This design comes from an exercise in tuning for small area and a short achievable clock period on the open sky130 flow, not from production work. In this exercise RTL edits were held to simulation tests only and were not proved equivalent to the original. Power figures rest on the tool's default switching activity, not on a simulated workload.

**flow/config.mk**
```make
export PLATFORM = sky130hd
export DESIGN_NAME = KalmanFilter
export DESIGN_NICKNAME = KalmanFilter
export VERILOG_FILES = /design/flow/design.v
export SDC_FILE = /design/flow/constraint.sdc
export NUM_CORES = 4
export LEC_CHECK = 0
export CAP_MARGIN = 20
export CORE_MARGIN = 2
export CORE_UTILIZATION = 40
export CTS_BUF_LIST = sky130_fd_sc_hd__clkbuf_4
export SLEW_MARGIN = 20
```
**flow/constraint.sdc**
```tcl
create_clock -name core_clock -period 40.0 [get_ports {clk}]
set_input_delay 8.0000 -clock core_clock [delete_from_list [all_inputs] [get_ports {clk}]]
set_output_delay 8.0000 -clock core_clock [all_outputs]
set_load 0.01 [all_outputs]
```
**flow/flow/pre_dp.tcl**
```tcl
# Output ports only drive the 0.01 pF port load: use buf_1 as their buffers.
foreach inst [[ord::get_db_block] getInsts] {
  set n [$inst getName]
  if {[string match "output*" $n] && [[$inst getMaster] getName] == "sky130_fd_sc_hd__buf_2"} {
    replace_cell $n sky130_fd_sc_hd__buf_1
  }
}
```
**flow/flow/run.sh**
```bash
#!/bin/bash
# Layout flow: the standard flow (standard.sh) with these changes:
#  - synthesis keeps module kf_x (the logic that only depends on registers)
#    separate until technology mapping, maps it for area (flow/area.abc) and
#    the rest of the design for delay with area recovery (flow/delay.abc),
#    instead of ORFS's single ABC script; the design is flattened afterwards
#    exactly as in the standard synthesis;
#  - full/half-adder extraction is skipped (ADDER_MAP_FILE left empty);
#  - ports are buffered with buf_2 cells.
# Registers, their names and cell types are those of the standard synthesis.
set -euo pipefail
here=$(pwd)
cat > my_synth.tcl <<EOT
proc abc {args} {
  set i [lsearch -exact \$args -script]
  set ax \$args; lset ax [expr {\$i + 1}] $here/flow/area.abc
  set at \$args; lset at [expr {\$i + 1}] $here/flow/delay.abc
  yosys abc {*}\$ax kf_x
  yosys abc {*}\$at KalmanFilter
}
source $here/synth_recipe.tcl
EOT
sed -e "s#SYNTH_SCRIPT=[^ ]*#SYNTH_SCRIPT=$here/my_synth.tcl ADDER_MAP_FILE=#" standard.sh > my_standard.sh
grep -q "my_synth.tcl ADDER_MAP_FILE=" my_standard.sh
export SYNTH_KEEP_MODULES=kf_x
export PRE_DETAIL_PLACE_TCL=$here/flow/pre_dp.tcl
export BUFFER_PORTS_ARGS="-buffer_cell sky130_fd_sc_hd__buf_2"
bash my_standard.sh > flow.log 2>&1
```
**flow/standard.sh**
```bash
#!/bin/bash
# synth_recipe.tcl (not shown) runs the flow's synth.tcl, then flattens the netlist and writes it again
# the make line also repeats each setting of config.mk as NAME=value (left out here)
make -C /OpenROAD-flow-scripts/flow DESIGN_CONFIG=/design/flow/config.mk WORK_HOME=/design/flow/orfs CLKGATE_MAP_FILE= SYNTH_SCRIPT=/design/flow/synth_recipe.tcl "${@:-finish}"
```
**flow/design.v**
```verilog
module KalmanFilter(
    input clk,
    input reset,
    input valid_in,
    input [7:0] z_k,
    output reg [7:0] x_k
);
    reg [1:0] state;   
    reg [1:0] pidx;    
    wire [7:0] c, x_next;
    kf_x u_x(.p(pidx), .x(x_k), .c(c));
    kf_z u_z(.p(pidx), .c(c), .z(z_k), .y(x_next));
    always @(posedge clk) begin
        if (reset) begin
            x_k   <= 8'd70;
            pidx  <= 2'd0;
            state <= 2'd0;
        end else begin
            state <= {state[0], ~state[1] & (state[0] | valid_in)};
            if (state == 2'b10) begin
                x_k <= x_next;
                if (pidx != 2'd3)
                    pidx <= pidx + 2'd1;
            end
        end
    end
endmodule
module kf_x(input [1:0] p, input [7:0] x, output [7:0] c);
    wire new_n19, new_n20, new_n21, new_n22, new_n23, new_n24, new_n25, new_n26, new_n27, new_n28;
    wire new_n29, new_n30, new_n31, new_n32, new_n33, new_n34, new_n35, new_n36, new_n37, new_n38;
    wire new_n39, new_n40, new_n41, new_n42, new_n43, new_n44, new_n45, new_n46, new_n47, new_n48;
    wire new_n49, new_n50, new_n51, new_n52, new_n53, new_n55, new_n56, new_n57, new_n58, new_n59;
    wire new_n60, new_n61, new_n62, new_n63, new_n64, new_n65, new_n66, new_n67, new_n68, new_n69;
    wire new_n71, new_n72, new_n73, new_n74, new_n75, new_n76, new_n77, new_n78, new_n79, new_n81;
    wire new_n82, new_n83, new_n84, new_n85, new_n86, new_n88, new_n89, new_n90, new_n91, new_n92;
    wire new_n93, new_n95, new_n96, new_n97, new_n98, new_n99, new_n101, new_n103;
    assign new_n19 = ~x[3] & ~x[4];
    assign new_n20 = ~x[5] & new_n19;
    assign new_n21 = ~x[0] & x[6];
    assign new_n22 = ~x[1] & ~x[2];
    assign new_n23 = ~new_n21 & new_n22;
    assign new_n24 = new_n20 & new_n23;
    assign new_n25 = x[0] & ~x[6];
    assign new_n26 = ~p[0] & ~new_n25;
    assign new_n27 = x[7] & new_n26;
    assign new_n28 = ~new_n24 & new_n27;
    assign new_n29 = p[1] & ~new_n28;
    assign new_n30 = x[0] & ~x[7];
    assign new_n31 = ~new_n26 & new_n30;
    assign new_n32 = new_n29 & ~new_n31;
    assign new_n33 = ~x[3] & x[7];
    assign new_n34 = ~x[2] & x[6];
    assign new_n35 = ~new_n33 & ~new_n34;
    assign new_n36 = x[3] & ~x[7];
    assign new_n37 = ~x[0] & x[4];
    assign new_n38 = ~new_n36 & ~new_n37;
    assign new_n39 = ~new_n35 & new_n38;
    assign new_n40 = x[0] & ~x[4];
    assign new_n41 = ~new_n39 & ~new_n40;
    assign new_n42 = ~x[5] & ~new_n41;
    assign new_n43 = x[2] & ~x[6];
    assign new_n44 = ~x[1] & ~new_n43;
    assign new_n45 = new_n38 & new_n44;
    assign new_n46 = x[5] & ~new_n45;
    assign new_n47 = new_n41 & new_n46;
    assign new_n48 = ~new_n42 & ~new_n47;
    assign new_n49 = p[0] & ~p[1];
    assign new_n50 = ~new_n48 & new_n49;
    assign new_n51 = ~new_n32 & ~new_n50;
    assign new_n52 = x[1] & new_n51;
    assign new_n53 = ~x[1] & ~new_n51;
    assign c[0] = ~new_n52 & ~new_n53;
    assign new_n55 = ~p[0] & ~p[1];
    assign new_n56 = ~x[6] & new_n42;
    assign new_n57 = p[0] & ~x[7];
    assign new_n58 = new_n56 & new_n57;
    assign new_n59 = ~new_n29 & ~new_n58;
    assign new_n60 = ~new_n55 & new_n59;
    assign new_n61 = x[6] & ~new_n42;
    assign new_n62 = ~new_n56 & ~new_n61;
    assign new_n63 = ~p[1] & ~new_n62;
    assign new_n64 = new_n60 & ~new_n63;
    assign new_n65 = x[2] & new_n52;
    assign new_n66 = ~x[2] & ~new_n52;
    assign new_n67 = ~new_n65 & ~new_n66;
    assign new_n68 = new_n64 & ~new_n67;
    assign new_n69 = ~new_n64 & new_n67;
    assign c[1] = new_n68 | new_n69;
    assign new_n71 = p[0] & x[7];
    assign new_n72 = ~new_n56 & new_n71;
    assign new_n73 = new_n59 & ~new_n72;
    assign new_n74 = x[3] & new_n73;
    assign new_n75 = ~x[3] & ~new_n73;
    assign new_n76 = ~new_n74 & ~new_n75;
    assign new_n77 = ~new_n66 & ~new_n69;
    assign new_n78 = new_n76 & new_n77;
    assign new_n79 = ~new_n76 & ~new_n77;
    assign c[2] = ~new_n78 & ~new_n79;
    assign new_n81 = ~new_n74 & ~new_n78;
    assign new_n82 = x[4] & ~new_n81;
    assign new_n83 = ~x[4] & new_n81;
    assign new_n84 = ~new_n82 & ~new_n83;
    assign new_n85 = new_n60 & new_n84;
    assign new_n86 = ~new_n60 & ~new_n84;
    assign c[3] = ~new_n85 & ~new_n86;
    assign new_n88 = ~new_n59 & new_n82;
    assign new_n89 = new_n59 & ~new_n82;
    assign new_n90 = ~new_n85 & new_n89;
    assign new_n91 = ~new_n88 & ~new_n90;
    assign new_n92 = x[5] & ~new_n91;
    assign new_n93 = ~x[5] & new_n91;
    assign c[4] = ~new_n92 & ~new_n93;
    assign new_n95 = x[5] & new_n88;
    assign new_n96 = ~x[5] & new_n90;
    assign new_n97 = ~new_n95 & ~new_n96;
    assign new_n98 = ~x[6] & ~new_n97;
    assign new_n99 = x[6] & new_n97;
    assign c[5] = new_n98 | new_n99;
    assign new_n101 = ~x[7] & ~new_n95;
    assign c[7] = new_n98 & new_n101;
    assign new_n103 = ~new_n98 & ~new_n101;
    assign c[6] = c[7] | new_n103;
endmodule
module kf_z(input [7:0] c, input [1:0] p, input [7:0] z, output [7:0] y);
    wire new_n27, new_n28, new_n29, new_n30, new_n31, new_n32, new_n33, new_n34, new_n35, new_n36;
    wire new_n37, new_n38, new_n39, new_n40, new_n41, new_n42, new_n43, new_n44, new_n45, new_n46;
    wire new_n47, new_n48, new_n49, new_n50, new_n51, new_n52, new_n53, new_n54, new_n55, new_n56;
    wire new_n57, new_n58, new_n59, new_n60, new_n61, new_n62, new_n63, new_n64, new_n65, new_n66;
    wire new_n67, new_n68, new_n69, new_n70, new_n71, new_n72, new_n73, new_n74, new_n75, new_n76;
    wire new_n77, new_n78, new_n79, new_n80, new_n81, new_n82, new_n83, new_n84, new_n85, new_n86;
    wire new_n87, new_n88, new_n89, new_n90, new_n91, new_n92, new_n93, new_n94, new_n95, new_n96;
    wire new_n97, new_n98, new_n99, new_n100, new_n101, new_n102, new_n103, new_n104, new_n105, new_n106;
    wire new_n107, new_n108, new_n109, new_n110, new_n111, new_n112, new_n113, new_n115, new_n116, new_n117;
    wire new_n118, new_n119, new_n120, new_n121, new_n122, new_n123, new_n124, new_n125, new_n126, new_n127;
    wire new_n128, new_n129, new_n130, new_n131, new_n132, new_n133, new_n134, new_n135, new_n136, new_n137;
    wire new_n139, new_n140, new_n141, new_n142, new_n143, new_n144, new_n145, new_n146, new_n147, new_n148;
    wire new_n149, new_n150, new_n151, new_n152, new_n153, new_n154, new_n155, new_n156, new_n158, new_n159;
    wire new_n160, new_n161, new_n162, new_n163, new_n164, new_n165, new_n166, new_n167, new_n168, new_n169;
    wire new_n170, new_n171, new_n172, new_n173, new_n174, new_n175, new_n176, new_n178, new_n179, new_n180;
    wire new_n181, new_n182, new_n183, new_n184, new_n185, new_n186, new_n187, new_n188, new_n189, new_n190;
    wire new_n191, new_n192, new_n193, new_n195, new_n196, new_n197, new_n198, new_n199, new_n200, new_n201;
    wire new_n202, new_n203, new_n204, new_n206, new_n207, new_n208, new_n209, new_n210, new_n211, new_n212;
    wire new_n213, new_n214, new_n216, new_n217, new_n218, new_n219, new_n220, new_n221;
    assign new_n27 = p[0] & ~p[1];
    assign new_n28 = z[5] & new_n27;
    assign new_n29 = ~p[0] & ~p[1];
    assign new_n30 = z[3] & new_n29;
    assign new_n31 = ~new_n28 & ~new_n30;
    assign new_n32 = c[0] & z[1];
    assign new_n33 = ~c[0] & ~z[1];
    assign new_n34 = ~new_n32 & ~new_n33;
    assign new_n35 = new_n31 & new_n34;
    assign new_n36 = ~new_n31 & ~new_n34;
    assign new_n37 = ~new_n35 & ~new_n36;
    assign new_n38 = ~z[3] & z[7];
    assign new_n39 = z[3] & ~z[7];
    assign new_n40 = z[2] & ~z[6];
    assign new_n41 = ~z[1] & z[5];
    assign new_n42 = ~new_n40 & new_n41;
    assign new_n43 = ~z[2] & z[6];
    assign new_n44 = ~new_n42 & ~new_n43;
    assign new_n45 = ~new_n39 & ~new_n44;
    assign new_n46 = ~new_n38 & ~new_n45;
    assign new_n47 = ~z[0] & new_n46;
    assign new_n48 = z[4] & ~new_n46;
    assign new_n49 = z[0] & ~z[4];
    assign new_n50 = ~new_n48 & ~new_n49;
    assign new_n51 = ~new_n47 & new_n50;
    assign new_n52 = new_n27 & ~new_n51;
    assign new_n53 = ~z[6] & z[7];
    assign new_n54 = ~z[3] & ~z[4];
    assign new_n55 = z[2] & new_n54;
    assign new_n56 = ~new_n49 & ~new_n55;
    assign new_n57 = z[1] & ~new_n56;
    assign new_n58 = z[0] & z[2];
    assign new_n59 = ~new_n57 & ~new_n58;
    assign new_n60 = new_n53 & ~new_n59;
    assign new_n61 = z[6] & ~z[7];
    assign new_n62 = ~z[0] & new_n61;
    assign new_n63 = ~new_n57 & new_n62;
    assign new_n64 = new_n29 & ~new_n63;
    assign new_n65 = ~new_n60 & new_n64;
    assign new_n66 = z[3] & z[4];
    assign new_n67 = z[1] & ~new_n66;
    assign new_n68 = ~z[2] & ~new_n67;
    assign new_n69 = ~z[6] & new_n54;
    assign new_n70 = new_n68 & ~new_n69;
    assign new_n71 = ~z[5] & ~new_n70;
    assign new_n72 = ~z[1] & ~new_n54;
    assign new_n73 = new_n58 & ~new_n72;
    assign new_n74 = ~new_n53 & ~new_n73;
    assign new_n75 = ~z[1] & z[4];
    assign new_n76 = z[2] & ~new_n75;
    assign new_n77 = ~z[0] & ~new_n76;
    assign new_n78 = ~new_n61 & ~new_n77;
    assign new_n79 = new_n74 & ~new_n78;
    assign new_n80 = ~new_n71 & new_n79;
    assign new_n81 = ~z[5] & ~new_n74;
    assign new_n82 = new_n78 & new_n81;
    assign new_n83 = ~new_n80 & ~new_n82;
    assign new_n84 = new_n65 & new_n83;
    assign new_n85 = z[7] & new_n27;
    assign new_n86 = z[5] & new_n29;
    assign new_n87 = ~new_n85 & ~new_n86;
    assign new_n88 = new_n62 & ~new_n87;
    assign new_n89 = new_n68 & new_n88;
    assign new_n90 = z[6] & z[7];
    assign new_n91 = ~z[0] & ~new_n90;
    assign new_n92 = ~z[5] & new_n54;
    assign new_n93 = new_n68 & new_n92;
    assign new_n94 = z[7] & ~new_n93;
    assign new_n95 = new_n91 & ~new_n94;
    assign new_n96 = ~p[0] & z[6];
    assign new_n97 = ~new_n27 & ~new_n96;
    assign new_n98 = z[0] & ~new_n97;
    assign new_n99 = ~new_n53 & ~new_n91;
    assign new_n100 = new_n29 & ~new_n99;
    assign new_n101 = ~new_n98 & ~new_n100;
    assign new_n102 = new_n94 & ~new_n101;
    assign new_n103 = p[0] & ~z[0];
    assign new_n104 = z[7] & ~new_n103;
    assign new_n105 = ~new_n96 & ~new_n104;
    assign new_n106 = p[1] & ~new_n105;
    assign new_n107 = ~new_n102 & new_n106;
    assign new_n108 = ~new_n95 & new_n107;
    assign new_n109 = ~new_n89 & ~new_n108;
    assign new_n110 = ~new_n84 & new_n109;
    assign new_n111 = ~new_n52 & new_n110;
    assign new_n112 = new_n37 & ~new_n111;
    assign new_n113 = ~new_n37 & new_n111;
    assign y[0] = new_n112 | new_n113;
    assign new_n115 = z[6] & new_n27;
    assign new_n116 = z[4] & new_n29;
    assign new_n117 = ~new_n115 & ~new_n116;
    assign new_n118 = ~c[1] & ~z[2];
    assign new_n119 = c[1] & z[2];
    assign new_n120 = ~new_n118 & ~new_n119;
    assign new_n121 = ~new_n117 & ~new_n120;
    assign new_n122 = new_n117 & new_n120;
    assign new_n123 = ~new_n121 & ~new_n122;
    assign new_n124 = ~new_n33 & ~new_n35;
    assign new_n125 = ~new_n123 & new_n124;
    assign new_n126 = new_n123 & ~new_n124;
    assign new_n127 = ~new_n125 & ~new_n126;
    assign new_n128 = ~new_n101 & new_n111;
    assign new_n129 = ~z[7] & new_n29;
    assign new_n130 = ~new_n88 & new_n129;
    assign new_n131 = new_n37 & ~new_n130;
    assign new_n132 = ~new_n37 & new_n130;
    assign new_n133 = ~new_n131 & ~new_n132;
    assign new_n134 = ~new_n111 & new_n133;
    assign new_n135 = ~new_n128 & ~new_n134;
    assign new_n136 = new_n127 & ~new_n135;
    assign new_n137 = ~new_n127 & new_n135;
    assign y[1] = ~new_n136 & ~new_n137;
    assign new_n139 = ~c[2] & ~z[3];
    assign new_n140 = c[2] & z[3];
    assign new_n141 = ~new_n139 & ~new_n140;
    assign new_n142 = new_n87 & ~new_n141;
    assign new_n143 = ~new_n87 & new_n141;
    assign new_n144 = ~new_n142 & ~new_n143;
    assign new_n145 = ~new_n118 & ~new_n122;
    assign new_n146 = new_n144 & new_n145;
    assign new_n147 = ~new_n144 & ~new_n145;
    assign new_n148 = ~new_n146 & ~new_n147;
    assign new_n149 = new_n126 & ~new_n135;
    assign new_n150 = new_n125 & ~new_n130;
    assign new_n151 = ~new_n125 & new_n130;
    assign new_n152 = ~new_n150 & ~new_n151;
    assign new_n153 = new_n135 & new_n152;
    assign new_n154 = ~new_n149 & ~new_n153;
    assign new_n155 = new_n148 & new_n154;
    assign new_n156 = ~new_n148 & ~new_n154;
    assign y[2] = ~new_n155 & ~new_n156;
    assign new_n158 = ~c[3] & ~z[4];
    assign new_n159 = c[3] & z[4];
    assign new_n160 = ~new_n158 & ~new_n159;
    assign new_n161 = z[6] & new_n29;
    assign new_n162 = ~new_n160 & ~new_n161;
    assign new_n163 = new_n160 & new_n161;
    assign new_n164 = ~new_n162 & ~new_n163;
    assign new_n165 = ~new_n140 & ~new_n143;
    assign new_n166 = ~new_n164 & new_n165;
    assign new_n167 = new_n164 & ~new_n165;
    assign new_n168 = ~new_n166 & ~new_n167;
    assign new_n169 = ~new_n147 & new_n154;
    assign new_n170 = new_n125 & new_n146;
    assign new_n171 = ~new_n125 & ~new_n146;
    assign new_n172 = ~new_n170 & ~new_n171;
    assign new_n173 = ~new_n154 & new_n172;
    assign new_n174 = ~new_n169 & ~new_n173;
    assign new_n175 = ~new_n168 & ~new_n174;
    assign new_n176 = new_n168 & new_n174;
    assign y[3] = new_n175 | new_n176;
    assign new_n178 = new_n135 & new_n170;
    assign new_n179 = ~z[7] & ~new_n178;
    assign new_n180 = new_n29 & ~new_n179;
    assign new_n181 = c[4] & z[5];
    assign new_n182 = ~c[4] & ~z[5];
    assign new_n183 = ~new_n181 & ~new_n182;
    assign new_n184 = ~new_n159 & ~new_n163;
    assign new_n185 = ~new_n183 & ~new_n184;
    assign new_n186 = new_n183 & new_n184;
    assign new_n187 = ~new_n185 & ~new_n186;
    assign new_n188 = ~new_n180 & new_n187;
    assign new_n189 = new_n180 & ~new_n187;
    assign new_n190 = ~new_n188 & ~new_n189;
    assign new_n191 = ~new_n166 & ~new_n176;
    assign new_n192 = ~new_n190 & ~new_n191;
    assign new_n193 = new_n190 & new_n191;
    assign y[4] = ~new_n192 & ~new_n193;
    assign new_n195 = c[5] & z[6];
    assign new_n196 = ~c[5] & ~z[6];
    assign new_n197 = ~new_n195 & ~new_n196;
    assign new_n198 = ~new_n189 & ~new_n193;
    assign new_n199 = ~new_n182 & ~new_n186;
    assign new_n200 = new_n198 & ~new_n199;
    assign new_n201 = ~new_n198 & new_n199;
    assign new_n202 = ~new_n200 & ~new_n201;
    assign new_n203 = new_n197 & ~new_n202;
    assign new_n204 = ~new_n197 & new_n202;
    assign y[5] = new_n203 | new_n204;
    assign new_n206 = ~c[6] & ~z[7];
    assign new_n207 = c[6] & z[7];
    assign new_n208 = ~new_n206 & ~new_n207;
    assign new_n209 = new_n195 & new_n201;
    assign new_n210 = ~new_n196 & ~new_n203;
    assign new_n211 = ~new_n201 & ~new_n210;
    assign new_n212 = ~new_n209 & ~new_n211;
    assign new_n213 = ~new_n208 & new_n212;
    assign new_n214 = new_n208 & ~new_n212;
    assign y[6] = new_n213 | new_n214;
    assign new_n216 = ~new_n211 & ~new_n213;
    assign new_n217 = c[7] & ~new_n207;
    assign new_n218 = ~c[7] & new_n207;
    assign new_n219 = ~new_n217 & ~new_n218;
    assign new_n220 = new_n216 & new_n219;
    assign new_n221 = ~new_n216 & ~new_n219;
    assign y[7] = new_n220 | new_n221;
endmodule
```
**flow/flow/area.abc**
```
strash
dch -f
amap
topo
stime -p
```
**flow/flow/delay.abc**
```
strash
dch -f
map -D 2500
topo
upsize -D 2300
dnsize -D 2300
topo
stime -p
```
==> results of run 1 <==
-- registers in the layout, summed over array words and instances (netlist names) --
register	count
state	2
pidx	2
x_k	8
-- cells in the final DEF, fill, tap and decap left out, types with 7 or more instances in the layout --
master    netlist  layout
buf_1           0       8
o22ai_1         7       7
clkinv_1       28      29
xor2_1         12      12
nand2_1        36      36
inv_2           7       7
dfxtp_1        12      12
buf_2           0      10
o21ai_0        20      20
nor2_1         35      35
a21oi_1        21      21
-- area by class of cell --
cell class                      instances  area share
Tap cell                               46     0.03541
Clock buffer                            3     0.01386
Inverter                               37     0.08545
Timing Repair Buffer                   18     0.04927
Clock inverter                          1    0.002309
Multi-Input combinational cell        192      0.6659
Sequential cell                        12      0.1478
-- where the power goes --
group            total, W  internal (W)  switching [W]
sequential      0.0000140     0.0000127     0.00000127
clock          0.00000768    0.00000361     0.00000407
combinational   0.0000361     0.0000139      0.0000222
total           0.0000578     0.0000303      0.0000275
-- modules after synthesis (local to each module, per instance) --
module / cells inside / cell area, sq um / times used
KalmanFilter: 182 / 1167 / 1
kf_x: 59 / 294.0 / 1
-- worst register-to-register path, delay by kind of cell, from the launching register on --
family | cells | cell delay (ns)
XOR/XNOR | 3 | 0.66
AND/OR/NAND/NOR | 10 | 1.07
buffers and inverters | 1 | 0.17
flip-flops | 1 | 0.48
AO/OA/AOI/OAI | 14 | 2.58
-- per-layer routing --
metal / wire [microns] / GRT usage / part of all wire
met5: 0 / 0 / 0
met3: 145 / 0.01042 / 0.041
met2: 1591 / 0.3359 / 0.45
met4: 27 / 0.05319 / 0.0076
met1: 1806 / 0.2511 / 0.51
-- worst min-delay path by stage --
| stage | slack, ns | startpoint | endpoint | cells past startpoint |
|---|---|---|---|---|
| after CTS | 0.43 | state[1] | state[0] | 1 |
| final | 0.43 | state[1] | state[0] | 1 |
| after global placement | 0.42 | state[1] | state[0] | 1 |
| after global routing | 0.47 | state[1] | state[0] | 1 |
| after floorplan | 0.40 | state[1] | state[0] | 1 |
| after detailed placement | 0.41 | state[1] | state[0] | 1 |
-- logic make-up after synthesis --
group / share of synthesized area
buffers and inverters: 0.09504
flip-flops: 0.1644
XOR/XNOR: 0.1079
AO/OA/AOI/OAI: 0.3587
adder cells (fa/ha/maj): 0.006850
AND/OR/NAND/NOR: 0.2671
-- per-stage QoR --
step	hold slack [ns]	area (sq um)	setup WS, ns	instances	util
6_report	0.4289	1625	29.36	309	0.4758
5_1_grt	0.4688	1625	28.95	309	0.4758
4_1_cts	0.4268	1625	29.35	309	0.4758
3_5_place_dp	0.4145	1599	29.08	305	0.4681
3_3_place_gp	0.4174	1609	29.08	305	0.4711
2_1_floorplan	0.3985	1461	29.62	241	-
==> flow_metrics.env, run 1 <==
export IMPL_cts_tree="yes"
export IMPL_start_util=0.4278
export IMPL_ys_ff_latch=12
export IMPL_postCtsSetupRepairBufs=0
export IMPL_finalNetCount=275
export IMPL_syn_avg_cell_area_sq_um=6.064
export IMPL_drt_iter0_drc=90
export IMPL_antenna_left=0
export IMPL_die_y_microns=64.45
export IMPL_startpoint="z_k[0]"
export IMPL_crit_path_end_kind="flip-flop"
export IMPL_rsz0062_at_grt="false"
export IMPL_wl_per_cell_microns=11.55
export IMPL_drc=0
export IMPL_row_count=21
export IMPL_synth_top_area_cell="dfxtp_1"
export IMPL_slowest_delay_ns=0.29
export IMPL_wl_mm=3.569
export IMPL_maxCapViolCount=0
export IMPL_first_pass_iters=4
export IMPL_total_power_w=0.00005777
export IMPL_grt_usage=0.1903
export IMPL_die_area_sq_um=4153
export IMPL_p_leak_nw=0.6581
export IMPL_synth_common_cells="36 x nand2_1, 35 x nor2_1, 28 x clkinv_1"
export IMPL_r2r_slack_ns=35.00
export IMPL_status="timing/DRC/antenna clean"
export IMPL_ys_seq_area_frac=0.1644
export IMPL_ir_drop_mv=0.01292
export IMPL_synth_edff_count=0
export IMPL_crit_path_top_delay_cell="o31ai_2"
export IMPL_ios=19
export IMPL_async_flop_share=0
export IMPL_fmax_mhz=94.02
export IMPL_setup_viol=0
export IMPL_crit_path_start_kind="input pin"
export IMPL_worst_path_buf_inv=2
export IMPL_tns_ns=0
export IMPL_synthTopCellsByArea="dfxtp_1 16%, nand2_1 9.2%, nor2_1 9.0%, a21oi_1 7.2%, clkinv_1 7.2%"
export IMPL_syn_to_final_growth_pct=11.22
export IMPL_port_buffers=18
export IMPL_ys_warn_count=1
export IMPL_clock_root_buffer="clkbuf_4"
export IMPL_antenna_found_initial=0
export IMPL_route_vias_total=1582
export IMPL_criticalPathCategory="in -> reg"
export IMPL_min_period_over_period=0.2659
export IMPL_vias_per_cell=5.120
export IMPL_die_w_microns=64.45
export IMPL_diodes=0
export IMPL_grt_pass1_wl_mm=6.430
export IMPL_tightest_slew_ns=0.4509
export IMPL_syn_inst=241
export IMPL_skew_ns=0.007448
export IMPL_clkLatencyLatePin_ns=0.27
export IMPL_fill_cells=379
export IMPL_coreArea_sq_um=3416
export IMPL_critPathTopFamily="compound AO/OA/AOI/OAI gates"
export IMPL_power_density_nw_per_um2=35.55
export IMPL_relSlewSlack=0.6962
export IMPL_r2r_start="x_k[7]"
export IMPL_r2r_end="x_k[7]"
export IMPL_cp_max_fo=6
export IMPL_drv_slew=0
export IMPL_multi_input_area_sq_um=1082
export IMPL_endpoint="x_k[7]"
export IMPL_cp_arrival_ns=10.84
export IMPL_worst_hold_path_type="reg -> reg"
export IMPL_yosysMostFrequentCell="nand2_1"
export IMPL_ctsHoldBuffers=0
export IMPL_overflow=0
export IMPL_cts_made_buffers=3
export IMPL_synth_top_cell_area_share=0.1644
export IMPL_synth_ff_type="dfxtp_1"
export IMPL_cp_cell_sequence="buf_2 -> inv_2 -> nor2_1 -> a21oi_1 -> nor2_1 -> o21ai_0 -> nand2_1 -> o31ai_2 -> nor2_4 -> o21ai_4 -> nor2_2 -> a21oi_2 -> nor2_1 -> a21oi_2 -> a21boi_2 -> nand2_2 -> nand3_1 -> a31oi_1 -> nand2_1 -> a21oi_2 -> o21ai_0 -> a21oi_1"
export IMPL_crit_required_ns=40.21
export IMPL_hold_viol_final=0
export IMPL_grt_max_degree=12
export IMPL_netlist_area_sq_um=1461
export IMPL_path_depth=22
export IMPL_min_period_ns=10.64
export IMPL_synth_nets=252
export IMPL_r2r_cells=28
export IMPL_cts_buffer_depth=2
export IMPL_clk_pin_slew_ns=0.08
export IMPL_dp_final_hpwl_mm=2.942
export IMPL_first_global_vias=1527
export IMPL_cts_sinks=12
export IMPL_synth_cell_type_count=42
export IMPL_seq_area_sq_um=240.2
export IMPL_place_gp_congestion=0.8491
export IMPL_ctsHtreeMaxLevel=1
export IMPL_post_cts_resized=0
export IMPL_layout_drive_gt1_share=0.1407
==> inputs of run 2 (changes only) <==
==> flow/flow/delay.abc (replaced) <==
strash
dch -f
map -D 2500
topo
upsize -D 2400
dnsize -D 2400
topo
stime -p
==> run 2 against run 1 <==
  * Largest cell class unchanged
  * Highest routed layer unchanged
  * Sequential share of layout area stayed put
  * Core utilization did not move
  * Global-route usage unchanged
  * Critical path type unchanged
  * Sequential cell count is the same
  * Register-to-register slack about the same
  * Clock-buffer cell count is the same
  * Critical endpoint unchanged
  * Power stayed put
==> flow_metrics.env, run 2 <==
export IMPL_status="timing/DRC/antenna clean"
export IMPL_port_buffers=18
export IMPL_switchingPower_w=0.00002752
export IMPL_syn_inst=241
export IMPL_grt_usage=0.1903
export IMPL_ctsHoldBuffers=0
export IMPL_clock_root_buffer="clkbuf_4"
export IMPL_grt_max_degree=12
export IMPL_row_count=21
export IMPL_synthAdderAreaFrac=0.006849
export IMPL_dp_final_hpwl_mm=2.942
export IMPL_largest_register="x_k"
export IMPL_synth_edff_count=0
export IMPL_cts_sinks=12
export IMPL_antenna_found_initial=0
export IMPL_ios=19
export IMPL_ys_warn_count=1
export IMPL_fmax_mhz=94.02
export IMPL_ys_ff_latch=12
export IMPL_postCtsSetupRepairBufs=0
export IMPL_grt_pass1_wl_mm=6.430
export IMPL_largestRegisters="x_k x8, pidx x2, state x2"
export IMPL_die_y_microns=64.45
export IMPL_seqPwrFrac=0.242
export IMPL_hold_viol_final=0
export IMPL_p_leak_nw=0.6581
export IMPL_die_area_sq_um=4153
export IMPL_synthMuxAreaShare=0
export IMPL_yosysMostFrequentCell="nand2_1"
export IMPL_sw_frac_of_total=0.4764
export IMPL_synth_top_area_cell="dfxtp_1"
export IMPL_rsz0062_at_grt="false"
export IMPL_drv_slew=0
export IMPL_ir_drop_mv=0.01292
export IMPL_synth_nets=252
export IMPL_post_cts_resized=0
export IMPL_antenna_left=0
export IMPL_vias_per_cell=5.120
export IMPL_ctsHtreeMaxLevel=1
export IMPL_first_global_vias=1527
export IMPL_place_gp_congestion=0.8491
export IMPL_criticalPathCategory="in -> reg"
export IMPL_route_vias_total=1582
export IMPL_die_w_microns=64.45
export IMPL_synth_compound_area_frac=0.3587
export IMPL_cts_buffer_depth=2
export IMPL_synth_cell_type_count=42
export IMPL_clk_pin_slew_ns=0.08
export IMPL_largest_register_ffs=8
export IMPL_overflow=0
export IMPL_start_util=0.4278
export IMPL_setup_viol=0
export IMPL_async_flop_share=0
export IMPL_first_pass_iters=4
export IMPL_crit_path_start_kind="input pin"
export IMPL_ys_seq_area_frac=0.1644
export IMPL_power_density_nw_per_um2=35.55
export IMPL_drc=0
export IMPL_cp_arrival_ns=10.84
export IMPL_diodes=0
export IMPL_layout_commonest_cell="nand2_1"
export IMPL_power_internal_w=0.00003025
export IMPL_worst_hold_path_type="reg -> reg"
export IMPL_synth_ff_type="dfxtp_1"
export IMPL_clkLatencyLatePin_ns=0.27
export IMPL_cp_max_fo=6
export IMPL_wl_per_cell_microns=11.55
export IMPL_coreArea_sq_um=3416
export IMPL_yosys_area_share_simple=0.2671
export IMPL_relSlewSlack=0.6962
export IMPL_synth_top_family_by_area="compound AO/OA/AOI/OAI gates"
export IMPL_total_power_w=0.00005777
export IMPL_cts_made_buffers=3
export IMPL_synth_common_cells="36 x nand2_1, 35 x nor2_1, 28 x clkinv_1"
export IMPL_layout_drive_gt1_share=0.1407
export IMPL_finalNetCount=275
export IMPL_clkPwrFrac=0.133
export IMPL_syn_to_final_growth_pct=11.22
export IMPL_skew_ns=0.007448
export IMPL_crit_path_end_kind="flip-flop"
export IMPL_wl_mm=3.569
export IMPL_maxCapViolCount=0
export IMPL_min_period_over_period=0.2659
export IMPL_synth_top_cell_area_share=0.1644
export IMPL_drt_iter0_drc=90
export IMPL_netlist_area_sq_um=1461
export IMPL_pwr_share_comb=0.625
export IMPL_cts_tree="yes"
export IMPL_tns_ns=0
export IMPL_synth_xor_area_frac=0.1079
export IMPL_final_cell_mix="36 x nand2_1, 35 x nor2_1, 29 x clkinv_1"
export IMPL_tightest_slew_ns=0.4509
export IMPL_min_period_ns=10.64
export IMPL_syn_avg_cell_area_sq_um=6.064
export IMPL_crit_required_ns=40.21
export IMPL_synthTopCellsByArea="dfxtp_1 16%, nand2_1 9.2%, nor2_1 9.0%, a21oi_1 7.2%, clkinv_1 7.2%"
run 2: cell counts after synthesis:
No cell type changed its count.
run 2: layout make-up:
cell class / instances / area (sq um)
clock inverter: 1 / 3.754
inverter: 37 / 138.9
tap: 46 / 57.56
sequential: 12 / 240.2
timing repair buffer: 18 / 80.08
multi-input combinational: 192 / 1082
clock buffer: 3 / 22.52
fill: 379 / 1790
run 2: power groups by stage:
stage          logic [W]  clock network (W)  registers, W
5_1_grt        0.0000415         0.00000833     0.0000142
2_1_floorplan  0.0000290                  0     0.0000142
6_report       0.0000361         0.00000768     0.0000140
3_5_place_dp   0.0000360                  0     0.0000143
4_1_cts        0.0000361         0.00000794     0.0000140
3_3_place_gp   0.0000362                  0     0.0000142
run 2: stage by stage:
stage          cells  hold slack [ns]  area (sq um)  utilization  setup slack, ns
2_1_floorplan    241           0.3985          1461            -            29.62
3_3_place_gp     305           0.4174          1609       0.4711            29.08
3_5_place_dp     305           0.4145          1599       0.4681            29.08
4_1_cts          309           0.4268          1625       0.4758            29.35
5_1_grt          309           0.4688          1625       0.4758            28.95
6_report         309           0.4289          1625       0.4758            29.36
run 2: kinds of logic after synthesis:
| kind of cell | after synthesis |
|---|---|
| compound gates | 82 |
| flops | 12 |
| xor+xnor | 18 |
| buf+inv | 37 |
| simple gates | 91 |
| fa+ha+maj | 1 |
run 2: worst max-delay path, cell delays in order:
cell	delay, ns
buf_2	0.14
inv_2	0.11
nor2_1	0.07
a21oi_1	0.13
nor2_1	0.07
o21ai_0	0.15
nand2_1	0.08
o31ai_2	0.29
nor2_4	0.08
o21ai_4	0.21
nor2_2	0.05
a21oi_2	0.18
nor2_1	0.07
a21oi_2	0.19
a21boi_2	0.11
nand2_2	0.07
nand3_1	0.08
a31oi_1	0.22
nand2_1	0.11
a21oi_2	0.17
o21ai_0	0.09
a21oi_1	0.16
run 2: per-module statistics from Yosys (local to each module, per instance):
module,cells,cell area (sq um)
kf_x,59,294.0
KalmanFilter,182,1167
run 2: per-layer routing:
metal  part of all wire  global-route usage  vias up
met5                  0                   0        -
met3              0.041             0.01042        2
met2               0.45              0.3359       32
met4             0.0076             0.05319        0
met1               0.51              0.2511      676
li1                   -                   -      872
run 2: worst paths after layout:
check,end,cells past startpoint,start,slack (ns)
worst max-delay path,x_k[7],22,z_k[0],29.36
worst min-delay path,state[0],1,state[1],0.43
worst max register to register,x_k[7],28,x_k[7],35.00
worst min register to register,state[0],1,state[1],0.43
==> inputs of run 3 (changes only) <==
==> flow/flow/delay.abc (replaced) <==
strash
dch -f
map -D 2500
topo
upsize -D 2200
dnsize -D 2200
topo
stime -p
==> run 3 against run 2 <==
  * Still clean on timing, DRC and antenna
  * Cell count unchanged
  * Die area did not move
  * Critical path depth stayed put
  * Non-clock buffer count did not move
  * Via count unchanged
==> flow_metrics.env, run 3 <==
export IMPL_synthTopCellsByArea="dfxtp_1 16%, nand2_1 9.2%, nor2_1 9.0%, a21oi_1 7.2%, clkinv_1 7.2%"
export IMPL_overflow=0
export IMPL_syn_to_final_growth_pct=11.22
export IMPL_crit_path_end_kind="flip-flop"
export IMPL_r2r_slack_ns=35.00
export IMPL_wl_mm=3.569
export IMPL_synth_common_cells="36 x nand2_1, 35 x nor2_1, 28 x clkinv_1"
export IMPL_netlist_area_sq_um=1461
export IMPL_grt_usage=0.1903
export IMPL_ir_drop_mv=0.01292
export IMPL_setup_viol=0
export IMPL_dp_final_hpwl_mm=2.942
export IMPL_drc=0
export IMPL_clkLatencyLatePin_ns=0.27
export IMPL_final_cell_mix="36 x nand2_1, 35 x nor2_1, 29 x clkinv_1"
export IMPL_min_period_over_period=0.2659
export IMPL_r2r_start="x_k[7]"
export IMPL_tns_ns=0
export IMPL_wl_per_cell_microns=11.55
export IMPL_synth_nets=252
export IMPL_status="timing/DRC/antenna clean"
export IMPL_tightest_slew_ns=0.4509
export IMPL_crit_path_top_delay_cell="o31ai_2"
export IMPL_hp_start="state[1]"
export IMPL_r2r_end="x_k[7]"
export IMPL_ys_warn_count=1
export IMPL_post_cts_resized=0
export IMPL_top_usage_layer="met2"
export IMPL_port_buffers=18
export IMPL_p_leak_nw=0.6581
export IMPL_fmax_mhz=94.02
export IMPL_largest_register="x_k"
export IMPL_relSlewSlack=0.6962
export IMPL_hold_depth=1
export IMPL_cp_arrival_ns=10.84
export IMPL_largestRegisters="x_k x8, pidx x2, state x2"
export IMPL_r2r_cells=28
export IMPL_die_w_microns=64.45
export IMPL_diodes=0
export IMPL_grt_max_degree=12
export IMPL_utilization=0.4758
export IMPL_layout_drive_gt1_share=0.1407
export IMPL_ctsHoldBuffers=0
export IMPL_finalNetCount=275
export IMPL_first_global_vias=1527
export IMPL_grt_pass1_wl_mm=6.430
export IMPL_maxCapViolCount=0
export IMPL_yosysMostFrequentCell="nand2_1"
export IMPL_postCtsSetupRepairBufs=0
export IMPL_ys_ff_latch=12
export IMPL_ios=19
export IMPL_cts_sinks=12
export IMPL_syn_inst=241
export IMPL_met1_usage=0.2511
export IMPL_synth_cell_type_count=42
export IMPL_syn_avg_cell_area_sq_um=6.064
export IMPL_start_util=0.4278
export IMPL_coreArea_sq_um=3416
export IMPL_synth_top_area_cell="dfxtp_1"
export IMPL_slowest_delay_ns=0.29
export IMPL_clock_root_buffer="clkbuf_4"
export IMPL_row_count=21
export IMPL_cp_max_fo=6
export IMPL_criticalPathCategory="in -> reg"
export IMPL_antenna_left=0
export IMPL_hold_end="state[0]"
export IMPL_power_density_nw_per_um2=35.55
export IMPL_die_area_sq_um=4153
export IMPL_synth_ff_type="dfxtp_1"
export IMPL_route_vias_total=1582
export IMPL_drt_iter0_drc=90
export IMPL_die_y_microns=64.45
export IMPL_crit_required_ns=40.21
export IMPL_ys_seq_area_frac=0.1644
export IMPL_grtUsageMet3=0.01042
export IMPL_min_period_ns=10.64
export IMPL_worst_hold_path_type="reg -> reg"
export IMPL_cts_tree="yes"
export IMPL_synth_edff_count=0
export IMPL_synth_top_cell_area_share=0.1644
export IMPL_cp_cell_sequence="buf_2 -> inv_2 -> nor2_1 -> a21oi_1 -> nor2_1 -> o21ai_0 -> nand2_1 -> o31ai_2 -> nor2_4 -> o21ai_4 -> nor2_2 -> a21oi_2 -> nor2_1 -> a21oi_2 -> a21boi_2 -> nand2_2 -> nand3_1 -> a31oi_1 -> nand2_1 -> a21oi_2 -> o21ai_0 -> a21oi_1"
export IMPL_layout_commonest_cell="nand2_1"
export IMPL_cts_buffer_depth=2
export IMPL_place_gp_congestion=0.8491
export IMPL_grtUsageMet2=0.3359
export IMPL_cts_made_buffers=3
export IMPL_largest_register_ffs=8
export IMPL_first_pass_iters=4
export IMPL_vias_per_cell=5.120
export IMPL_rsz0062_at_grt="false"
export IMPL_ctsHtreeMaxLevel=1
export IMPL_drv_slew=0
export IMPL_antenna_found_initial=0
export IMPL_hold_viol_final=0
export IMPL_crit_path_start_kind="input pin"
export IMPL_clk_pin_slew_ns=0.08
export IMPL_skew_ns=0.007448
export IMPL_async_flop_share=0
[run 3: cell counts in the layout (fill, tap and decap cells not counted)]
No cell type changed its count.
[run 3: metal layers]
layer  part of all wire  wire length [microns]
met1               0.51                   1806
met2               0.45                   1591
met3              0.041                    145
met4             0.0076                     27
met5                  0                      0
[run 3: cell families (layout without fill, tap and decap cells)]
| family | count (synthesis) | count (layout) | share of synthesized area |
|---|---|---|---|
| adders and majority gates | 1 | 1 | 0.006850 |
| xor gates and xnor gates | 18 | 18 | 0.1079 |
| DFF | 12 | 12 | 0.1644 |
| and+or+nand+nor | 91 | 91 | 0.2671 |
| AOI/OAI and AO/OA | 82 | 82 | 0.3587 |
| buffers and inverters | 37 | 59 | 0.09504 |
[run 3: worst max path at each step]
stage / cells after the start / end / slack (ns) / startpoint
final: 22 / x_k[7] / 29.36 / z_k[0]
after global routing: 22 / x_k[7] / 28.95 / z_k[3]
after detailed placement: 22 / x_k[7] / 29.08 / z_k[0]
after floorplan: 21 / x_k[6] / 29.62 / z_k[3]
after CTS: 22 / x_k[7] / 29.35 / z_k[0]
after global placement: 23 / x_k[7] / 29.08 / z_k[6]
[run 3: critical path, delay by kind of cell]
kind                   cells  cell delay, ns
and+or+nand+nor            9            0.68
buffers and inverters      2            0.25
AOI/OAI and AO/OA         11            1.90
[run 3: final cells by class]
| class | count | area, sq um |
|---|---|---|
| multi-input combinational | 192 | 1082 |
| sequential | 12 | 240.2 |
| tap | 46 | 57.56 |
| timing repair buffer | 18 | 80.08 |
| clock inverter | 1 | 3.754 |
| clock buffer | 3 | 22.52 |
| inverter | 37 | 138.9 |
| fill | 379 | 1790 |
[run 3: modules after synthesis (local to each module, per instance)]
module,cells,flops+latches,cell area [sq um],copies in the design
KalmanFilter,182,12,1167,1
kf_x,59,0,294.0,1
[run 3: power by group]
part	total, W	switching (W)	internal [W]
clock network	0.00000768	0.00000407	0.00000361
logic	0.0000361	0.0000222	0.0000139
registers	0.0000140	0.00000127	0.0000127
total	0.0000578	0.0000275	0.0000303
[run 3: stage by stage]
stage	instance area [sq um]	instances	power, W	setup slack, ns	hold WS (ns)
3_3_place_gp	1609	305	0.00005044	29.08	0.4174
6_report	1625	309	0.00005777	29.36	0.4289
2_1_floorplan	1461	241	0.00004320	29.62	0.3985
4_1_cts	1625	309	0.00005804	29.35	0.4268
3_5_place_dp	1599	305	0.00005028	29.08	0.4145
5_1_grt	1625	309	0.00006399	28.95	0.4688
==> inputs of run 4 (changes only) <==
==> flow/flow/delay.abc (replaced) <==
strash
dch -f
map -D 2500
topo
upsize -D 2000
dnsize -D 2000
topo
stime -p
==> run 4 against run 3 <==
  * Sequential cell count is the same
  * Worst setup slack did not move
  * Core utilization stayed put
  * Fmax stayed put
  * Global-route usage unchanged
  * Worst hold slack stayed put
  * Die area is the same
  * Clock skew did not move
  * Clock power hardly changed
  * Combinational power barely moved
  * Sequential share of layout area unchanged
  * Cell count unchanged
  * Largest power group unchanged
==> flow_metrics.env, run 4 <==
export IMPL_status="timing/DRC/antenna clean"
export IMPL_worst_hold_path_type="reg -> reg"
export IMPL_min_period_over_period=0.2659
export IMPL_largest_register_ffs=8
export IMPL_diodes=0
export IMPL_synth_cell_type_count=42
export IMPL_syn_to_final_growth_pct=11.22
export IMPL_power_density_nw_per_um2=35.55
export IMPL_hold_viol_final=0
export IMPL_relSlewSlack=0.6962
export IMPL_endpoint="x_k[7]"
export IMPL_synth_top_area_cell="dfxtp_1"
export IMPL_drv_slew=0
export IMPL_r2r_start="x_k[7]"
export IMPL_largestRegisters="x_k x8, pidx x2, state x2"
export IMPL_layout_drive_gt1_share=0.1407
export IMPL_crit_path_start_kind="input pin"
export IMPL_place_area_sq_um=1599
export IMPL_grt_usage=0.1903
export IMPL_syn_avg_cell_area_sq_um=6.064
export IMPL_netlist_area_sq_um=1461
export IMPL_coreArea_sq_um=3416
export IMPL_grt_pass1_wl_mm=6.430
export IMPL_first_pass_iters=4
export IMPL_die_w_microns=64.45
export IMPL_route_vias_total=1582
export IMPL_p_leak_nw=0.6581
export IMPL_fmax_mhz=94.02
export IMPL_synth_ff_type="dfxtp_1"
export IMPL_r2r_end="x_k[7]"
export IMPL_yosysMostFrequentCell="nand2_1"
export IMPL_start_util=0.4278
export IMPL_tightest_slew_ns=0.4509
export IMPL_row_count=21
export IMPL_port_buffers=18
export IMPL_drt_iter0_drc=90
export IMPL_synthTopCellsByArea="dfxtp_1 16%, nand2_1 9.2%, nor2_1 9.0%, a21oi_1 7.2%, clkinv_1 7.2%"
export IMPL_synth_edff_count=0
export IMPL_die_area_sq_um=4153
export IMPL_min_period_ns=10.64
export IMPL_skew_ns=0.007448
export IMPL_synth_nets=252
export IMPL_crit_path_end_kind="flip-flop"
export IMPL_startpoint="z_k[0]"
export IMPL_finalNetCount=275
export IMPL_cts_buffer_depth=2
export IMPL_ys_seq_area_frac=0.1644
export IMPL_clock_root_buffer="clkbuf_4"
export IMPL_cp_arrival_ns=10.84
export IMPL_place_gp_congestion=0.8491
export IMPL_dp_final_hpwl_mm=2.942
export IMPL_ys_warn_count=1
export IMPL_ios=19
export IMPL_cts_made_buffers=3
export IMPL_final_cell_mix="36 x nand2_1, 35 x nor2_1, 29 x clkinv_1"
export IMPL_total_power_w=0.00005777
export IMPL_wl_mm=3.569
export IMPL_syn_inst=241
export IMPL_crit_required_ns=40.21
export IMPL_largest_register="x_k"
export IMPL_layout_commonest_cell="nand2_1"
export IMPL_utilization=0.4758
export IMPL_die_y_microns=64.45
export IMPL_multi_input_area_sq_um=1082
export IMPL_wl_per_cell_microns=11.55
export IMPL_ctsHoldBuffers=0
export IMPL_post_cts_resized=0
export IMPL_first_global_vias=1527
export IMPL_cts_tree="yes"
export IMPL_cp_max_fo=6
export IMPL_rsz0062_at_grt="false"
export IMPL_ys_ff_latch=12
export IMPL_clk_pin_slew_ns=0.08
export IMPL_r2r_cells=28
export IMPL_tns_ns=0
export IMPL_antenna_left=0
export IMPL_fin_ws_ns=29.36
export IMPL_r2r_slack_ns=35.00
export IMPL_seq_area_sq_um=240.2
export IMPL_cts_sinks=12
export IMPL_synth_common_cells="36 x nand2_1, 35 x nor2_1, 28 x clkinv_1"
export IMPL_async_flop_share=0
export IMPL_antenna_found_initial=0
export IMPL_ir_drop_mv=0.01292
export IMPL_drc=0
export IMPL_pre_cts_slack_ns=29.08
export IMPL_postCtsSetupRepairBufs=0
export IMPL_setup_viol=0
export IMPL_fill_cells=379
export IMPL_maxCapViolCount=0
export IMPL_grt_max_degree=12
export IMPL_clkLatencyLatePin_ns=0.27
export IMPL_stdcell_area_sq_um=1625
export IMPL_ctsHtreeMaxLevel=1
export IMPL_overflow=0
export IMPL_criticalPathCategory="in -> reg"
export IMPL_synth_top_cell_area_share=0.1644
export IMPL_vias_per_cell=5.120
## run 4: cells by family (layout without fill, tap and decap cells)
kind of cell / count (synthesis) / after routing / share of synthesized area
AND/OR/NAND/NOR: 91 / 91 / 0.2671
AO/OA/AOI/OAI: 82 / 82 / 0.3587
buffers and inverters: 37 / 59 / 0.09504
XOR/XNOR: 18 / 18 / 0.1079
flip-flops: 12 / 12 / 0.1644
adder cells (fa/ha/maj): 1 / 1 / 0.006850
## run 4: routing by layer
metal,GRT usage,up-vias,part of all wire
li1,-,872,-
met1,0.2511,676,0.51
met2,0.3359,32,0.45
met3,0.01042,2,0.041
met4,0.05319,0,0.0076
met5,0,-,0
## run 4: worst min-delay path by stage
stage | to | from | slack, ns | cells after the start
2_1_floorplan | state[0] | state[1] | 0.40 | 1
3_3_place_gp | state[0] | state[1] | 0.42 | 1
3_5_place_dp | state[0] | state[1] | 0.41 | 1
4_1_cts | state[0] | state[1] | 0.43 | 1
5_1_grt | state[0] | state[1] | 0.47 | 1
6_report | state[0] | state[1] | 0.43 | 1
## run 4: power by group
group	leakage [nW]	total [W]	switching, W	internal, W
combinational	0.544	0.0000361	0.0000222	0.0000139
clock	0.0154	0.00000768	0.00000407	0.00000361
sequential	0.0983	0.0000140	0.00000127	0.0000127
## run 4: final cells by class
class | count | share of cell area
Clock inverter | 1 | 0.002309
Multi-Input combinational cell | 192 | 0.6659
Sequential cell | 12 | 0.1478
Inverter | 37 | 0.08545
Tap cell | 46 | 0.03541
Timing Repair Buffer | 18 | 0.04927
Clock buffer | 3 | 0.01386
## run 4: per-module statistics from Yosys (local to each module, per instance)
module        times used  flip-flops and latches  cells
kf_x                   1                       0     59
KalmanFilter           1                      12    182
## run 4: critical path, stage by stage
cell	delay (ns)
buf_2	0.14
inv_2	0.11
nor2_1	0.07
a21oi_1	0.13
nor2_1	0.07
o21ai_0	0.15
nand2_1	0.08
o31ai_2	0.29
nor2_4	0.08
o21ai_4	0.21
nor2_2	0.05
a21oi_2	0.18
nor2_1	0.07
a21oi_2	0.19
a21boi_2	0.11
nand2_2	0.07
nand3_1	0.08
a31oi_1	0.22
nand2_1	0.11
a21oi_2	0.17
o21ai_0	0.09
a21oi_1	0.16
## run 4: metrics by stage
step / instances / hold slack, ns
after detailed placement: 305 / 0.4145
after CTS: 309 / 0.4268
final: 309 / 0.4289
after global placement: 305 / 0.4174
after floorplan: 241 / 0.3985
after global routing: 309 / 0.4688
==> inputs of run 5 (changes only) <==
==> flow/flow/delay.abc (replaced) <==
strash
dch -f
map -D 2500
topo
stime -p
==> run 5 against run 4 <==
  * Still clean on timing, DRC and antenna
  * Design area fell by 3.6%
  * Synthesized area fell by 4.0%
  * Non-clock buffer count did not move
  * Sequential cell count did not move
  * Sequential share of layout area rose by 0.55 points
  * Critical path depth fell by 1
  * Global-route usage rose by 0.75 points
  * First-iteration DRC count rose by 11%
==> flow_metrics.env, run 5 <==
export IMPL_largestRegisters="x_k x8, pidx x2, state x2"
export IMPL_synth_top_cell_area_share=0.1713
export IMPL_setup_viol=0
export IMPL_netlist_area_sq_um=1403
export IMPL_power_density_nw_per_um2=35.30
export IMPL_synth_cell_type_count=31
export IMPL_vias_per_cell=5.307
export IMPL_p_leak_nw=0.6208
export IMPL_hold_viol_final=0
export IMPL_syn_inst=241
export IMPL_layout_drive_gt1_share=0.06844
export IMPL_skew_ns=0.006896
export IMPL_grt_usage=0.1978
export IMPL_postCtsSetupRepairBufs=0
export IMPL_crit_required_ns=40.16
export IMPL_slowest_delay_ns=0.40
export IMPL_drc=0
export IMPL_diodes=0
export IMPL_crit_path_top_delay_cell="o21ai_0"
export IMPL_ys_seq_area_frac=0.1713
export IMPL_async_flop_share=0
export IMPL_tightest_slew_ns=0.4413
export IMPL_finalNetCount=275
export IMPL_clk_pin_slew_ns=0.08
export IMPL_wl_per_cell_microns=12.01
export IMPL_die_y_microns=63.22
export IMPL_first_global_vias=1531
export IMPL_worst_hold_path_type="reg -> reg"
export IMPL_die_w_microns=63.22
export IMPL_synth_nets=252
export IMPL_ir_drop_mv=0.01196
export IMPL_post_cts_resized=0
export IMPL_start_util=0.4170
export IMPL_cts_tree="yes"
export IMPL_cp_max_fo=8
export IMPL_overflow=0
export IMPL_ctsHoldBuffers=0
export IMPL_clkLatencyLatePin_ns=0.28
export IMPL_rsz0062_at_grt="false"
export IMPL_cp_cell_sequence="buf_2 -> clkinv_1 -> nor2_1 -> a21oi_1 -> o221ai_1 -> o41ai_1 -> o31ai_1 -> nor2_1 -> o21ai_0 -> nor2_1 -> a21oi_1 -> a21oi_1 -> a21boi_0 -> nand2_1 -> nand2_1 -> nand2_1 -> a31oi_1 -> nand2_1 -> a21oi_1 -> o31a_2 -> a21oi_1"
export IMPL_crit_path_start_kind="input pin"
export IMPL_cp_arrival_ns=11.41
export IMPL_drv_slew=0
export IMPL_wl_mm=3.710
export IMPL_largest_register_ffs=8
export IMPL_ctsHtreeMaxLevel=1
export IMPL_route_vias_total=1640
export IMPL_r2r_start="x_k[7]"
export IMPL_first_pass_iters=4
export IMPL_fill_cells=404
export IMPL_cts_buffer_depth=2
export IMPL_min_period_over_period=0.2811
export IMPL_r2r_end="x_k[7]"
export IMPL_layout_commonest_cell="nor2_1"
export IMPL_grt_max_degree=12
export IMPL_r2r_slack_ns=34.99
export IMPL_place_area_sq_um=1540
export IMPL_crit_path_end_kind="flip-flop"
export IMPL_pre_cts_slack_ns=28.54
export IMPL_row_count=21
export IMPL_port_buffers=18
export IMPL_dp_final_hpwl_mm=3.041
export IMPL_synthTopCellsByArea="dfxtp_1 17%, nor2_1 11%, nand2_1 10%, clkinv_1 9.9%, a21oi_1 8.9%"
export IMPL_synth_common_cells="40 x nor2_1, 38 x nand2_1, 37 x clkinv_1"
export IMPL_antenna_found_initial=0
export IMPL_min_period_ns=11.24
export IMPL_tns_ns=0
export IMPL_synth_top_area_cell="dfxtp_1"
export IMPL_maxCapViolCount=0
export IMPL_drt_iter0_drc=100
export IMPL_ys_ff_latch=12
export IMPL_status="timing/DRC/antenna clean"
export IMPL_criticalPathCategory="in -> reg"
export IMPL_stdcell_area_sq_um=1567
export IMPL_fmax_mhz=88.95
export IMPL_fin_ws_ns=28.76
export IMPL_utilization=0.4658
export IMPL_cp_common_cell="a21oi_1"
export IMPL_cts_sinks=12
export IMPL_hold_end="state[0]"
export IMPL_hold_depth=1
export IMPL_syn_to_final_growth_pct=11.69
export IMPL_cts_made_buffers=3
export IMPL_yosysMostFrequentCell="nor2_1"
export IMPL_final_cell_mix="40 x nor2_1, 38 x clkinv_1, 38 x nand2_1"
export IMPL_synth_edff_count=0
export IMPL_whs_ns=0.4305
export IMPL_place_gp_congestion=0.8747
export IMPL_ios=19
export IMPL_relSlewSlack=0.7027
export IMPL_synth_ff_type="dfxtp_1"
export IMPL_coreArea_sq_um=3363
export IMPL_syn_avg_cell_area_sq_um=5.820
export IMPL_largest_register="x_k"
export IMPL_antenna_left=0
export IMPL_ys_warn_count=1
export IMPL_grt_pass1_wl_mm=6.465
export IMPL_clock_root_buffer="clkbuf_4"
export IMPL_die_area_sq_um=3996
export IMPL_hp_start="state[1]"
export IMPL_r2r_cells=30
-- run 5: final cells by class --
class,count,area (sq um),area share
Timing Repair Buffer,18,80.08,0.05112
Tap cell,46,57.56,0.03674
Clock inverter,1,3.754,0.002396
Inverter,37,138.9,0.08866
Clock buffer,3,22.52,0.01438
Multi-Input combinational cell,192,1023,0.6534
Sequential cell,12,240.2,0.1534
-- run 5: worst max-delay path, delay by kind of cell --
kind / cells / cell delay, ns
buffers and inverters: 2 / 0.39
and+or+nand+nor: 7 / 0.75
AOI/OAI and AO/OA: 12 / 2.26
-- run 5: kinds of logic after synthesis --
| kind of cell | count (synthesis) | share of synthesized area |
|---|---|---|
| flip-flops | 12 | 0.1713 |
| buffers and inverters | 37 | 0.09902 |
| AO/OA/AOI/OAI | 82 | 0.3470 |
| AND/OR/NAND/NOR | 91 | 0.2632 |
| adder cells (fa/ha/maj) | 1 | 0.007137 |
| XOR/XNOR | 18 | 0.1124 |
-- run 5: routing by layer --
layer	share of wire	routed length, microns	GRT usage	up-vias
met2	0.47	1750	0.3551	35
met3	0.026	95	0.01250	4
li1	-	-	-	880
met1	0.49	1818	0.2486	721
met5	0	0	0	-
met4	0.012	45	0.07065	0
-- run 5: where the power goes --
part           switching, W   total [W]  internal (W)
clock            0.00000427  0.00000788    0.00000362
combinational     0.0000207   0.0000334     0.0000127
sequential       0.00000132   0.0000140     0.0000127
total             0.0000263   0.0000553     0.0000290
-- run 5: per-module statistics from Yosys, one instance, submodules excluded --
module	cell area [sq um]	times used	cells inside	flip-flops and latches
KalmanFilter	1109	1	182	12
kf_x	294.0	1	59	0
-- run 5: how the worst max path moves through the flow --
stage,cells past startpoint,start,to
after detailed placement,21,z_k[7],x_k[7]
after CTS,21,z_k[7],x_k[7]
after global routing,21,z_k[7],x_k[7]
after global placement,21,z_k[7],x_k[7]
after floorplan,21,z_k[6],x_k[7]
final,21,z_k[7],x_k[7]
-- run 5: stage by stage --
stage,cells,total power (W)
final,309,0.00005530
after global routing,309,0.00006130
after CTS,309,0.00005541
after detailed placement,305,0.00004735
after global placement,305,0.00004745
after floorplan,241,0.00004019
==> inputs of run 6 (changes only) <==
==> flow/flow/delay.abc (replaced) <==
strash
dch -f
map -D 2500
topo
buffer -p
upsize -D 2300
dnsize -D 2300
topo
stime -p
==> run 6 against run 5 <==
  * Still clean on timing, DRC and antenna
  * First-iteration DRC count shrank 18%
  * Clock-buffer cell count unchanged
  * Worst hold slack lost 0.0026 ns
  * Via count shrank 0.18%
  * Critical endpoint unchanged
  * Largest cell class unchanged
==> flow_metrics.env, run 6 <==
export IMPL_maxCapViolCount=0
export IMPL_worst_path_buf_inv=2
export IMPL_min_period_ns=10.63
export IMPL_clock_root_buffer="clkbuf_4"
export IMPL_crit_path_end_kind="flip-flop"
export IMPL_cts_made_buffers=3
export IMPL_die_y_microns=64.94
export IMPL_ctsHoldBuffers=0
export IMPL_cts_sinks=12
export IMPL_die_w_microns=64.94
export IMPL_grt_usage=0.1819
export IMPL_drc=0
export IMPL_row_count=22
export IMPL_ir_drop_mv=0.01039
export IMPL_synth_cell_type_count=45
export IMPL_syn_to_final_growth_pct=10.45
export IMPL_coreArea_sq_um=3606
export IMPL_clkLatencyLatePin_ns=0.27
export IMPL_criticalPathCategory="in -> reg"
export IMPL_critPathTopFamily="compound AO/OA/AOI/OAI gates"
export IMPL_yosysMostFrequentCell="nor2_1"
export IMPL_antenna_found_initial=0
export IMPL_finalNetCount=275
export IMPL_stdcell_area_sq_um=1640
export IMPL_first_pass_iters=4
export IMPL_tns_ns=0
export IMPL_power_density_nw_per_um2=35.06
export IMPL_cp_max_fo=6
export IMPL_place_area_sq_um=1614
export IMPL_syn_inst=243
export IMPL_r2r_cells=30
export IMPL_ctsHtreeMaxLevel=1
export IMPL_hold_end="state[0]"
export IMPL_slowest_delay_ns=0.28
export IMPL_dp_cells=307
export IMPL_diodes=0
export IMPL_crit_required_ns=40.21
export IMPL_synth_top_cell_area_share=0.1618
export IMPL_ys_ff_latch=12
export IMPL_rsz0062_at_grt="false"
export IMPL_tightest_slew_ns=0.4279
export IMPL_layout_commonest_cell="nor2_1"
export IMPL_crit_path_top_delay_cell="o31ai_2"
export IMPL_status="timing/DRC/antenna clean"
export IMPL_first_global_vias=1466
export IMPL_relSlewSlack=0.7110
export IMPL_fmax_mhz=94.11
export IMPL_ios=19
export IMPL_grt_pass1_wl_mm=6.078
export IMPL_r2r_end="x_k[7]"
export IMPL_p_leak_nw=0.7232
export IMPL_drt_iter0_drc=82
export IMPL_largestRegisters="x_k x8, pidx x2, state x2"
export IMPL_synth_ff_type="dfxtp_1"
export IMPL_seq_area_sq_um=240.2
export IMPL_place_gp_congestion=0.8560
export IMPL_cp_arrival_ns=10.83
export IMPL_route_vias_total=1637
export IMPL_synth_common_cells="37 x nor2_1, 35 x nand2_1, 20 x a21oi_1, 20 x inv_1, 19 x o21ai_0"
export IMPL_skew_ns=0.001488
export IMPL_largest_register_ffs=8
export IMPL_cts_buffer_depth=2
export IMPL_r2r_slack_ns=35.01
export IMPL_port_buffers=18
export IMPL_final_cells=311
export IMPL_cp_cell_sequence="buf_2 -> inv_1 -> nor2_1 -> a21oi_1 -> nor2_1 -> o21ai_1 -> nand2_1 -> o31ai_2 -> nor2_4 -> o21ai_4 -> nor2_2 -> a21oi_2 -> nor2_1 -> a21oi_2 -> a21boi_2 -> nand2_2 -> nand3_1 -> a31oi_1 -> nand2_1 -> a21oi_2 -> o21ai_0 -> a21oi_1"
export IMPL_crit_path_start_kind="input pin"
export IMPL_multi_input_area_sq_um=1095
export IMPL_dp_final_hpwl_mm=3.015
export IMPL_worst_hold_path_type="reg -> reg"
export IMPL_hold_viol_final=0
export IMPL_overflow=0
export IMPL_synthTopCellsByArea="dfxtp_1 16%, nor2_1 9.4%, nand2_1 8.8%, xor2_1 7.1%, a21oi_1 6.7%"
export IMPL_r2r_start="x_k[7]"
export IMPL_async_flop_share=0
export IMPL_synth_edff_count=0
export IMPL_syn_avg_cell_area_sq_um=6.112
export IMPL_setup_viol=0
export IMPL_ys_seq_area_frac=0.1618
export IMPL_netlist_area_sq_um=1485
export IMPL_grt_max_degree=12
export IMPL_utilization=0.4549
export IMPL_postCtsSetupRepairBufs=0
export IMPL_cts_tree="yes"
export IMPL_die_area_sq_um=4217
export IMPL_hold_depth=1
export IMPL_hp_start="state[1]"
export IMPL_total_power_w=0.00005750
export IMPL_post_cts_resized=0
export IMPL_final_cell_mix="37 x nor2_1, 35 x nand2_1, 20 x inv_1, 20 x a21oi_1, 19 x o21ai_0"
export IMPL_ys_warn_count=1
export IMPL_wl_mm=3.583
export IMPL_synth_nets=254
export IMPL_fill_cells=407
export IMPL_wl_per_cell_microns=11.52
export IMPL_min_period_over_period=0.2657
export IMPL_drv_slew=0
export IMPL_largest_register="x_k"
export IMPL_synth_top_area_cell="dfxtp_1"
export IMPL_clk_pin_slew_ns=0.07
export IMPL_antenna_left=0
export IMPL_layout_drive_gt1_share=0.1407
export IMPL_vias_per_cell=5.264
export IMPL_start_util=0.4119
## run 6: worst max-delay path by stage
stage / start / endpoint / cells past startpoint
3_5_place_dp: z_k[7] / x_k[7] / 21
4_1_cts: z_k[7] / x_k[7] / 21
2_1_floorplan: z_k[7] / x_k[7] / 21
5_1_grt: z_k[7] / x_k[7] / 21
6_report: z_k[0] / x_k[7] / 22
3_3_place_gp: z_k[0] / x_k[7] / 22
## run 6: kinds of logic (layout without fill, tap and decap cells)
kind of cell               count (synthesis)  count (layout)  synth area share
DFF                                       12              12            0.1618
AOI/OAI and AO/OA                         82              82            0.3639
xor gates and xnor gates                  18              18            0.1061
adders and majority gates                  1               1          0.006740
buffers and inverters                     39              59            0.1011
and+or+nand+nor                           91              91            0.2603
## run 6: stage by stage
step / setup WS [ns] / hold WS (ns)
after floorplan: 29.53 / 0.3985
after global placement: 29.07 / 0.4146
after detailed placement: 29.09 / 0.4159
after CTS: 29.36 / 0.4278
after global routing: 28.91 / 0.4679
final: 29.37 / 0.4280
## run 6: cell type report
type / count / share of cell area
multi-input cells: 192 / 0.6674
repair buffers: 18 / 0.04882
clock inverters: 1 / 0.002288
inverters: 37 / 0.08467
well taps: 48 / 0.03661
flip-flops and latches: 12 / 0.1465
clock buffers: 3 / 0.01373
## run 6: power breakdown
| part | total, W | internal, W | switching, W |
|---|---|---|---|
| Sequential | 0.0000140 | 0.0000127 | 0.00000125 |
| Combinational | 0.0000360 | 0.0000139 | 0.0000221 |
| Clock | 0.00000757 | 0.00000362 | 0.00000396 |
| Total | 0.0000575 | 0.0000302 | 0.0000273 |
## run 6: routing by layer
metal	vias to the layer above	GRT usage	share of wire	wire length, microns
li1	865	-	-	-
met1	715	0.2287	0.48	1709
met2	50	0.3170	0.46	1639
met3	7	0.01042	0.043	155
met4	0	0.08245	0.022	79
met5	-	0	0	0
## run 6: modules after synthesis (local to each module, per instance)
module,area (sq um),copies in the design,cells inside
KalmanFilter,1191,1,184
kf_x,294.0,1,59

## separate check: timing with driven ports
How much do the figures lean on ideal ports? The routed layouts below were timed once more, with nothing changed but the port constraints.
Step 1 sets driving cells, clkbuf_16 on the clock port and buf_2 on the other inputs (assumed; they add their load-dependent delay and slew).
Step 2 moves the port delays by t, midway between the first and last clock arrival at a register: inputs arrive t later, outputs are due t later. That takes back most of the time a late clock gives input paths.
Three values: ideal ports, drivers, drivers and shift; two values: the first two.
run | shift t [ns] | setup WS [ns] | worst setup path after step 2
run 1 | 0.291 | 29.364 / 29.365 / 29.074 | input to register
run 2 | 0.291 | 29.364 / 29.365 / 29.074 | input to register
run 3 | 0.291 | 29.364 / 29.365 / 29.074 | input to register
run 4 | 0.291 | 29.364 / 29.365 / 29.074 | input to register
run 5 | 0.293 | 28.757 / 28.758 / 28.465 | input to register
run 6 | 0.291 | 29.374 / 29.371 / 29.079 | input to register
After both steps setup and hold are still met in every run listed. For run 6, which loses most, drivers alone change the setup slack by -0.003 ns; drivers and shift together by -0.295 ns.
